This is an optimization exercise on Yosys and OpenROAD, whose aim is small area, a short achievable clock period and few clock cycles, not a production implementation.
RTL that was checked went through simulation tests only; none was proved equivalent to the original.

the previous run:
==> flow/design.v <==
module ALU (
    input      [19:0] input1,
    input      [19:0] input2,
    input      [4:0]  op,
    output reg [19:0] aluOutput
);
    wire [19:0] sum  = input1 + (op[1] ? ~input2 : input2) + {19'b0, op[1]};
    wire [19:0] shl  = input1 << input2[4:0];
    always @(*) begin
        aluOutput = ({20{op[0] | op[1]}} & sum)
                  | ({20{op[2]}} & (input1 | input2))
                  | ({20{op[3]}} & ~(input1 & input2))
                  | ({20{op[4]}} & shl);
    end
endmodule
module RegisterFile (
    input             clock,
    input             writeEnable,
    input      [3:0]  writeRegister,
    input      [19:0] WriteData,
    input      [3:0]  ReadRegister1,
    input      [3:0]  ReadRegister2,
    output     [19:0] ReadData1,
    output     [19:0] ReadData2
);
    reg [19:0] r0, r1, r2, r3, r4, r5, r6, r7,
               r8, r9, r10, r11, r12, r13, r14, r15;
    always @(posedge clock) begin
        if (writeEnable) begin
            case (writeRegister)
                4'd0:  r0  <= WriteData;
                4'd1:  r1  <= WriteData;
                4'd2:  r2  <= WriteData;
                4'd3:  r3  <= WriteData;
                4'd4:  r4  <= WriteData;
                4'd5:  r5  <= WriteData;
                4'd6:  r6  <= WriteData;
                4'd7:  r7  <= WriteData;
                4'd8:  r8  <= WriteData;
                4'd9:  r9  <= WriteData;
                4'd10: r10 <= WriteData;
                4'd11: r11 <= WriteData;
                4'd12: r12 <= WriteData;
                4'd13: r13 <= WriteData;
                4'd14: r14 <= WriteData;
                default: r15 <= WriteData;
            endcase
        end
    end
    wire [319:0] all = {r15, r14, r13, r12, r11, r10, r9, r8,
                        r7, r6, r5, r4, r3, r2, r1, r0};
    RegisterRead port1 (.sel(16'b1 << ReadRegister1), .regs(all), .data(ReadData1));
    RegisterRead port2 (.sel(16'b1 << ReadRegister2), .regs(all), .data(ReadData2));
endmodule
module RegisterRead (
    input      [15:0]  sel,
    input      [319:0] regs,
    output reg [19:0]  data
);
    integer i;
    always @(*) begin
        data = 20'b0;
        for (i = 0; i < 16; i = i + 1)
            data = data | (regs[20*i +: 20] & {20{sel[i]}});
    end
endmodule
module ProgramCounter (
    input             clock,
    input             reset,
    input      [11:0] pcNext,
    output reg [11:0] pcOut
);
    always @(posedge clock or posedge reset) begin
        if (reset)
            pcOut <= 12'b0;
        else
            pcOut <= pcNext;
    end
endmodule
module LateSelect7 (
    input        s,
    input  [6:0] a1,
    input  [6:0] a0,
    output [6:0] y
);
    assign y = s ? a1 : a0;
endmodule
module cpu20 (
    input             clk,
    input             reset,
    output     [11:0] imem_addr,
    input      [19:0] imem_data,
    output     [10:0] dmem_addr,
    output     [19:0] dmem_wdata,
    output reg        dmem_we,
    input      [19:0] dmem_rdata,
    output reg        halted
);
    wire        misp;         
    wire [11:0] pc_f;
    wire [19:0] instr  = imem_data;
    wire [4:0]  opcode = instr[19:15];
    wire f_rtype = (opcode <= 5'd4);
    wire f_itype = (opcode >= 5'd5) && (opcode <= 5'd9);
    wire f_ld    = (opcode == 5'd10);
    wire f_st    = (opcode == 5'd11);
    wire f_jump  = (opcode == 5'd12);
    wire f_br    = (opcode >= 5'd13) && (opcode <= 5'd17);
    wire f_same  = (instr[14:11] == instr[10:7]);
    reg [4:0] f_aluop;
    always @(*) begin
        case (opcode)
            5'd0, 5'd5: f_aluop = 5'b00001;
            5'd1, 5'd8: f_aluop = 5'b00010;
            5'd2, 5'd6: f_aluop = 5'b00100;
            5'd3, 5'd7: f_aluop = 5'b01000;
            5'd4, 5'd9: f_aluop = 5'b10000;
            default:    f_aluop = 5'b00000;
        endcase
    end
    reg [2:0] f_cond;
    always @(*) begin
        case (opcode)
            5'd13:   f_cond = 3'b001;    
            5'd14:   f_cond = 3'b010;    
            5'd15:   f_cond = 3'b100;    
            5'd16:   f_cond = 3'b011;    
            5'd17:   f_cond = 3'b101;    
            default: f_cond = 3'b000;
        endcase
    end
    wire f_pred  = f_br & (f_same ? f_cond[0] : instr[6]);
    wire [2:0] f_mcond = f_pred ? ~f_cond : f_cond;
    wire [3:0] f_rs1 = (f_st | f_br) ? instr[14:11] : instr[10:7];
    wire [3:0] f_rs2 = (f_st | f_br) ? instr[10:7]  : instr[6:3];
    wire       f_halt = f_jump && (instr[10:0] == pc_f[10:0]) && !pc_f[11];
    wire [6:0]  f_lo;
    wire        f_c7;
    Add7 tlo (.a(pc_f[6:0]), .b(instr[6:0]), .sum(f_lo), .cout(f_c7));
    wire [11:0] pc_inc   = pc_f + 12'd1;
    wire [4:0]  f_hi     = pc_f[11:7];
    wire [4:0]  f_hi_inc = f_hi + 5'd1;
    wire [4:0]  f_hi_dec = f_hi - 5'd1;
    wire        f_neg    = instr[6];
    wire [11:0] pc_other = misp   ? x_alt :
                           f_jump ? {1'b0, instr[10:0]} : pc_inc;
    wire        use_tgt;
    PredictSelect psel (.misp(misp), .same(f_same), .pred_same(f_br & f_cond[0]),
                        .pred_diff(f_br & instr[6]), .sel(use_tgt));
    wire [4:0]  hi_c1    = f_neg ? f_hi : f_hi_inc;
    wire [4:0]  hi_c0    = f_neg ? f_hi_dec : f_hi;
    wire [11:0] pc_next;
    LateSelect7 sel_lo (.s(use_tgt), .a1(f_lo), .a0(pc_other[6:0]), .y(pc_next[6:0]));
    FinalSelectHi sel_hi (.sel(use_tgt), .c(f_c7), .t1(hi_c1), .t0(hi_c0),
                          .o(pc_other[11:7]), .y(pc_next[11:7]));
    reg [3:0]  r_rs1, r_rs2, r_rd;
    reg [6:0]  r_imm;
    reg        r_useimm, r_ld, r_ldst, r_pred;
    reg [4:0]  r_aluop;
    reg        r_wen, r_st, r_halt;      
    reg [2:0]  r_mcond;
    always @(posedge clk or posedge reset) begin
        if (reset) begin
            r_wen   <= 1'b0;
            r_st    <= 1'b0;
            r_halt  <= 1'b0;
            r_mcond <= 3'b000;
        end else begin
            r_wen   <= (f_rtype | f_itype | f_ld) & ~misp;
            r_st    <= f_st & ~misp;
            r_halt  <= f_halt & ~misp;
            r_mcond <= f_mcond & {3{~misp}};
        end
    end
    always @(posedge clk) begin
        r_rs1    <= f_rs1;
        r_rs2    <= f_rs2;
        r_rd     <= instr[14:11];
        r_imm    <= instr[6:0];
        r_useimm <= f_itype | f_ld | f_st;
        r_ldst   <= f_ld | f_st;
        r_ld     <= f_ld;
        r_pred   <= f_pred;
        r_aluop  <= f_aluop;
    end
    wire [19:0] rdata1, rdata2;
    reg  [19:0] x_a, x_b;
    reg  [3:0]  x_rd;
    reg  [4:0]  x_aluop;
    reg         x_ld;
    reg         x_wen;
    reg  [2:0]  x_mcond;
    reg  [11:0] x_alt;
    wire [19:0] x_res;
    wire        fwd1 = x_wen && (x_rd == r_rs1);
    wire        fwd2 = x_wen && (x_rd == r_rs2);
    wire [19:0] r_imm20 = {{13{r_imm[6]}}, r_imm};
    wire [19:0] r_immval = r_ldst ? {9'b0, (r_st ? r_rs2 : r_rs1), r_imm} : r_imm20;
    wire [11:0] r_alt = r_pred ? pc_f - r_imm20[11:0] + 12'd1
                               : pc_f + r_imm20[11:0] - 12'd1;
    always @(posedge clk or posedge reset) begin
        if (reset) begin
            x_wen   <= 1'b0;
            x_mcond <= 3'b000;
            dmem_we <= 1'b0;
            halted  <= 1'b0;
        end else begin
            x_wen   <= r_wen & ~misp;
            x_mcond <= r_mcond & {3{~misp}};
            dmem_we <= r_st & ~misp;
            if ((r_halt | (f_halt & ~r_st & (r_mcond == 3'b000))) & ~misp)
                halted <= 1'b1;
        end
    end
    always @(posedge clk) begin
        x_a       <= fwd1 ? x_res : rdata1;
        x_b       <= r_useimm ? r_immval : (fwd2 ? x_res : rdata2);
        x_rd      <= r_rd;
        x_aluop   <= r_aluop;
        x_ld      <= r_ld;
        x_alt     <= r_alt;
    end
    wire [19:0] alu_out;
    ALU alu (
        .input1(x_a),
        .input2(x_b),
        .op(x_aluop),
        .aluOutput(alu_out)
    );
    assign x_res = x_ld ? dmem_rdata : alu_out;
    RegisterFile rf (
        .clock(clk),
        .writeEnable(x_wen),
        .writeRegister(x_rd),
        .WriteData(x_res),
        .ReadRegister1(r_rs1),
        .ReadRegister2(r_rs2),
        .ReadData1(rdata1),
        .ReadData2(rdata2)
    );
    wire equal, lower;
    Compare20 cmp (.a(x_a), .b(x_b), .eq(equal), .lt(lower));
    wire greater = ~equal & ~lower;
    assign misp  = (x_mcond[0] & equal) | (x_mcond[1] & lower) | (x_mcond[2] & greater);
    ProgramCounter pcu (
        .clock(clk),
        .reset(reset),
        .pcNext(pc_next),
        .pcOut(pc_f)
    );
    assign imem_addr  = pc_f;
    assign dmem_wdata = x_a;
    assign dmem_addr  = x_b[10:0];
endmodule
module Compare20 (
    input  [19:0] a,
    input  [19:0] b,
    output        eq,
    output        lt
);
    wire [31:0] l0, e0;
    genvar i;
    generate
        for (i = 0; i < 32; i = i + 1) begin : bits
            if (i < 19) begin : mag
                assign l0[i] = ~a[i] & b[i];
                assign e0[i] = ~(a[i] ^ b[i]);
            end else if (i == 19) begin : sign
                assign l0[i] = a[i] & ~b[i];
                assign e0[i] = ~(a[i] ^ b[i]);
            end else begin : pad
                assign l0[i] = 1'b0;
                assign e0[i] = 1'b1;
            end
        end
    endgenerate
    wire [15:0] l1, e1;
    wire [7:0]  l2, e2;
    wire [3:0]  l3, e3;
    wire [1:0]  l4, e4;
    generate
        for (i = 0; i < 16; i = i + 1) begin : m1
            assign l1[i] = l0[2*i+1] | (e0[2*i+1] & l0[2*i]);
            assign e1[i] = e0[2*i+1] & e0[2*i];
        end
        for (i = 0; i < 8; i = i + 1) begin : m2
            assign l2[i] = l1[2*i+1] | (e1[2*i+1] & l1[2*i]);
            assign e2[i] = e1[2*i+1] & e1[2*i];
        end
        for (i = 0; i < 4; i = i + 1) begin : m3
            assign l3[i] = l2[2*i+1] | (e2[2*i+1] & l2[2*i]);
            assign e3[i] = e2[2*i+1] & e2[2*i];
        end
        for (i = 0; i < 2; i = i + 1) begin : m4
            assign l4[i] = l3[2*i+1] | (e3[2*i+1] & l3[2*i]);
            assign e4[i] = e3[2*i+1] & e3[2*i];
        end
    endgenerate
    assign lt = l4[1] | (e4[1] & l4[0]);
    assign eq = e4[1] & e4[0];
endmodule
module Add7 (
    input  [6:0] a,
    input  [6:0] b,
    output [6:0] sum,
    output       cout
);
    assign {cout, sum} = {1'b0, a} + {1'b0, b};
endmodule
module PredictSelect (
    input  misp,
    input  same,
    input  pred_same,
    input  pred_diff,
    output sel
);
    assign sel = ~misp & (same ? pred_same : pred_diff);
endmodule
module FinalSelectHi (
    input        sel,
    input        c,
    input  [4:0] t1,
    input  [4:0] t0,
    input  [4:0] o,
    output [4:0] y
);
    assign y = sel ? (c ? t1 : t0) : o;
endmodule
==> flow/config.mk <==
export PLATFORM = sky130hd
export DESIGN_NAME = cpu20
export DESIGN_NICKNAME = cpu20
export VERILOG_FILES = /design/flow/design.v
export SDC_FILE = /design/flow/constraint.sdc
export NUM_CORES = 4
export LEC_CHECK = 0
export CAP_MARGIN = 20
export CORE_MARGIN = 2
export CORE_UTILIZATION = 40
export PLACE_DENSITY = 0.6
export SLEW_MARGIN = 20
export SYNTH_HIERARCHICAL = 1
==> flow/constraint.sdc <==
create_clock -name core_clock -period 10.0 [get_ports {clk}]
set_input_delay 2.0000 -clock core_clock [delete_from_list [all_inputs] [get_ports {clk}]]
set_output_delay 2.0000 -clock core_clock [all_outputs]
set_load 0.01 [all_outputs]
standard.sh (not shown) runs the stock make flow with config.mk's settings and CLKGATE_MAP_FILE= SYNTH_SCRIPT=/design/flow/synth_recipe.tcl, a recipe that flattens the netlist after the stock synthesis.
==> flow/flow/run.sh <==
#!/bin/bash
# Standard synthesis, then the standard layout with repair_timing aiming for
# extra setup slack (a tighter internal target than the 10 ns clock), sizing
# not limited to same-footprint cells, and port buffers of a fixed type.
set -euo pipefail
MARGIN=$(cat flow/margin.txt)
bash standard.sh synth > synth.log 2>&1
bash standard.sh SETUP_SLACK_MARGIN=$MARGIN MATCH_CELL_FOOTPRINT=0 \
  "BUFFER_PORTS_ARGS=-buffer_cell sky130_fd_sc_hd__buf_4" finish > layout.log 2>&1
==> flow/flow/margin.txt <==
6.7
Testbench counts of the previous run, summed over its fixed seeds: cycles 76,271.
Input-level comparison between the current run and the previous run:
diff --git a/flow/design.v b/flow/design.v
--- a/flow/design.v
+++ b/flow/design.v
@@ -208,13 +208,13 @@
             x_wen   <= r_wen & ~misp;
             x_mcond <= r_mcond & {3{~misp}};
             dmem_we <= r_st & ~misp;
-            if ((r_halt | (f_halt & ~r_st & (r_mcond == 3'b000))) & ~misp)
+            if (r_halt & ~misp)
                 halted <= 1'b1;
         end
     end
     always @(posedge clk) begin
-        x_a       <= fwd1 ? x_res : rdata1;
-        x_b       <= r_useimm ? r_immval : (fwd2 ? x_res : rdata2);
+        x_a       <= a_next;
+        x_b       <= b_next;
         x_rd      <= r_rd;
         x_aluop   <= r_aluop;
         x_ld      <= r_ld;
@@ -228,6 +228,18 @@
         .aluOutput(alu_out)
     );
     assign x_res = x_ld ? dmem_rdata : alu_out;
+    wire        a_alu = fwd1 & ~x_ld;
+    wire        a_ldd = fwd1 &  x_ld;
+    wire        a_rf  = ~fwd1;
+    wire        b_imm = r_useimm;
+    wire        b_alu = ~r_useimm & fwd2 & ~x_ld;
+    wire        b_ldd = ~r_useimm & fwd2 &  x_ld;
+    wire        b_rf  = ~r_useimm & ~fwd2;
+    wire [19:0] a_next, b_next;
+    OperandSelect3 osa (.s_alu(a_alu), .s_ld(a_ldd), .s_rf(a_rf),
+                        .alu(alu_out), .ld(dmem_rdata), .rf(rdata1), .y(a_next));
+    OperandSelect osb (.s_alu(b_alu), .s_ld(b_ldd), .s_rf(b_rf), .s_imm(b_imm),
+                       .alu(alu_out), .ld(dmem_rdata), .rf(rdata2), .imm(r_immval), .y(b_next));
     RegisterFile rf (
         .clock(clk),
         .writeEnable(x_wen),
@@ -326,3 +338,27 @@
 );
     assign y = sel ? (c ? t1 : t0) : o;
 endmodule
+module OperandSelect (
+    input         s_alu,
+    input         s_ld,
+    input         s_rf,
+    input         s_imm,
+    input  [19:0] alu,
+    input  [19:0] ld,
+    input  [19:0] rf,
+    input  [19:0] imm,
+    output [19:0] y
+);
+    assign y = ({20{s_alu}} & alu) | ({20{s_ld}} & ld) | ({20{s_rf}} & rf) | ({20{s_imm}} & imm);
+endmodule
+module OperandSelect3 (
+    input         s_alu,
+    input         s_ld,
+    input         s_rf,
+    input  [19:0] alu,
+    input  [19:0] ld,
+    input  [19:0] rf,
+    output [19:0] y
+);
+    assign y = ({20{s_alu}} & alu) | ({20{s_ld}} & ld) | ({20{s_rf}} & rf);
+endmodule
--- outcome ---
- Core footprint delta for the current run relative to the previous run: about 0.4% higher
- Where total non-filler cell area in the finished layout is concerned, the previous run is better than the current run.
- The current run vs. the previous run: maximum cell stage delay along the critical path went down by 0.02 ns.
- Wire length: the current run vs the previous run down 810 um
- Diff the previous run -> the current run: HPWL reported at the end of detailed placement picked up an extra 4.4%, highest clock rate neither gained nor lost much.
For the current run, only the layout was checked, not whether the RTL still works.

---

## run 1
RTL: the design.v shown in full above, as it stands there.
==> flow/config.mk <==
export PLATFORM = sky130hd
export DESIGN_NAME = cpu20
export DESIGN_NICKNAME = cpu20
export VERILOG_FILES = /design/flow/design.v
export SDC_FILE = /design/flow/constraint.sdc
export NUM_CORES = 4
export LEC_CHECK = 0
export CAP_MARGIN = 20
export CORE_MARGIN = 2
export CORE_UTILIZATION = 40
export CTS_CLUSTER_DIAMETER = 100
export CTS_CLUSTER_SIZE = 25
export PLACE_DENSITY = 0.6
export SLEW_MARGIN = 20
export SYNTH_HIERARCHICAL = 1
==> flow/constraint.sdc <==
create_clock -name core_clock -period 10.0 [get_ports {clk}]
set_input_delay 2.0000 -clock core_clock [delete_from_list [all_inputs] [get_ports {clk}]]
set_output_delay 2.0000 -clock core_clock [all_outputs]
set_load 0.01 [all_outputs]
Scripts as last shown in full above: flow/flow/run.sh, flow/flow/margin.txt
Testbench counts of run 1, summed over its fixed seeds: cycles 76,271.
### run 1 -> run 3
--- a/flow/design.v
+++ b/flow/design.v
@@ -196,8 +196,9 @@
     wire        fwd2 = x_wen && (x_rd == r_rs2);
     wire [19:0] r_imm20 = {{13{r_imm[6]}}, r_imm};
     wire [19:0] r_immval = r_ldst ? {9'b0, (r_st ? r_rs2 : r_rs1), r_imm} : r_imm20;
-    wire [11:0] r_alt = r_pred ? pc_f - r_imm20[11:0] + 12'd1
-                               : pc_f + r_imm20[11:0] - 12'd1;
+    wire [7:0]  r_k   = {r_imm[6], r_imm} - 8'd1;
+    wire [7:0]  r_kx  = r_k ^ {8{r_pred}};
+    wire [11:0] r_alt = pc_f + {{4{r_kx[7]}}, r_kx} + {11'b0, r_pred};
     always @(posedge clk or posedge reset) begin
         if (reset) begin
             x_wen   <= 1'b0;
### Flow results
Run 1 and run 3 all finish clean. Delta (run 3 minus run 1): number of clock buffers inserted by TritonCTS +1; final cell count fell by about 3.4%; aggregate negative setup slack level; synthesis-to-layout area growth rose 0.49 points; synthesized area decreased about 3%. Launching instance or port of the critical path = x_b[10]$_DFF_P_: run 3; launching instance or port of the critical path = pcu.pcOut[0]$_DFF_PP0_: run 1.
Testbench counts of run 3, summed over its fixed seeds: cycles 76,271.

## what the ideal ports hide
In the flow no input, the clock included, has a driving cell. The finished layouts below were timed again as built, in two steps.
Step 1 assumes that a clkbuf_16 drives the clock port and a buf_2 every other input.
Step 2 also shifts input and output timing later by t, the mid clock arrival at the registers, as if the neighbouring blocks saw the same clock.
Three values: no drivers, after step 1, after step 2; two values: the first two.
run	t, ns	setup WS [ns]	worst register clock-pin slew, ns
the previous run	0.615	6.729 / 6.668 / 6.174	0.07 / 0.07
the current run	0.636	6.727 / 6.667 / 6.258	0.07 / 0.07
run 1	0.619	6.729 / 6.667 / 6.246	0.10 / 0.10
run 3	0.614	6.736 / 6.683 / 6.181	0.10 / 0.10
After both steps setup and hold are still met in every run listed.
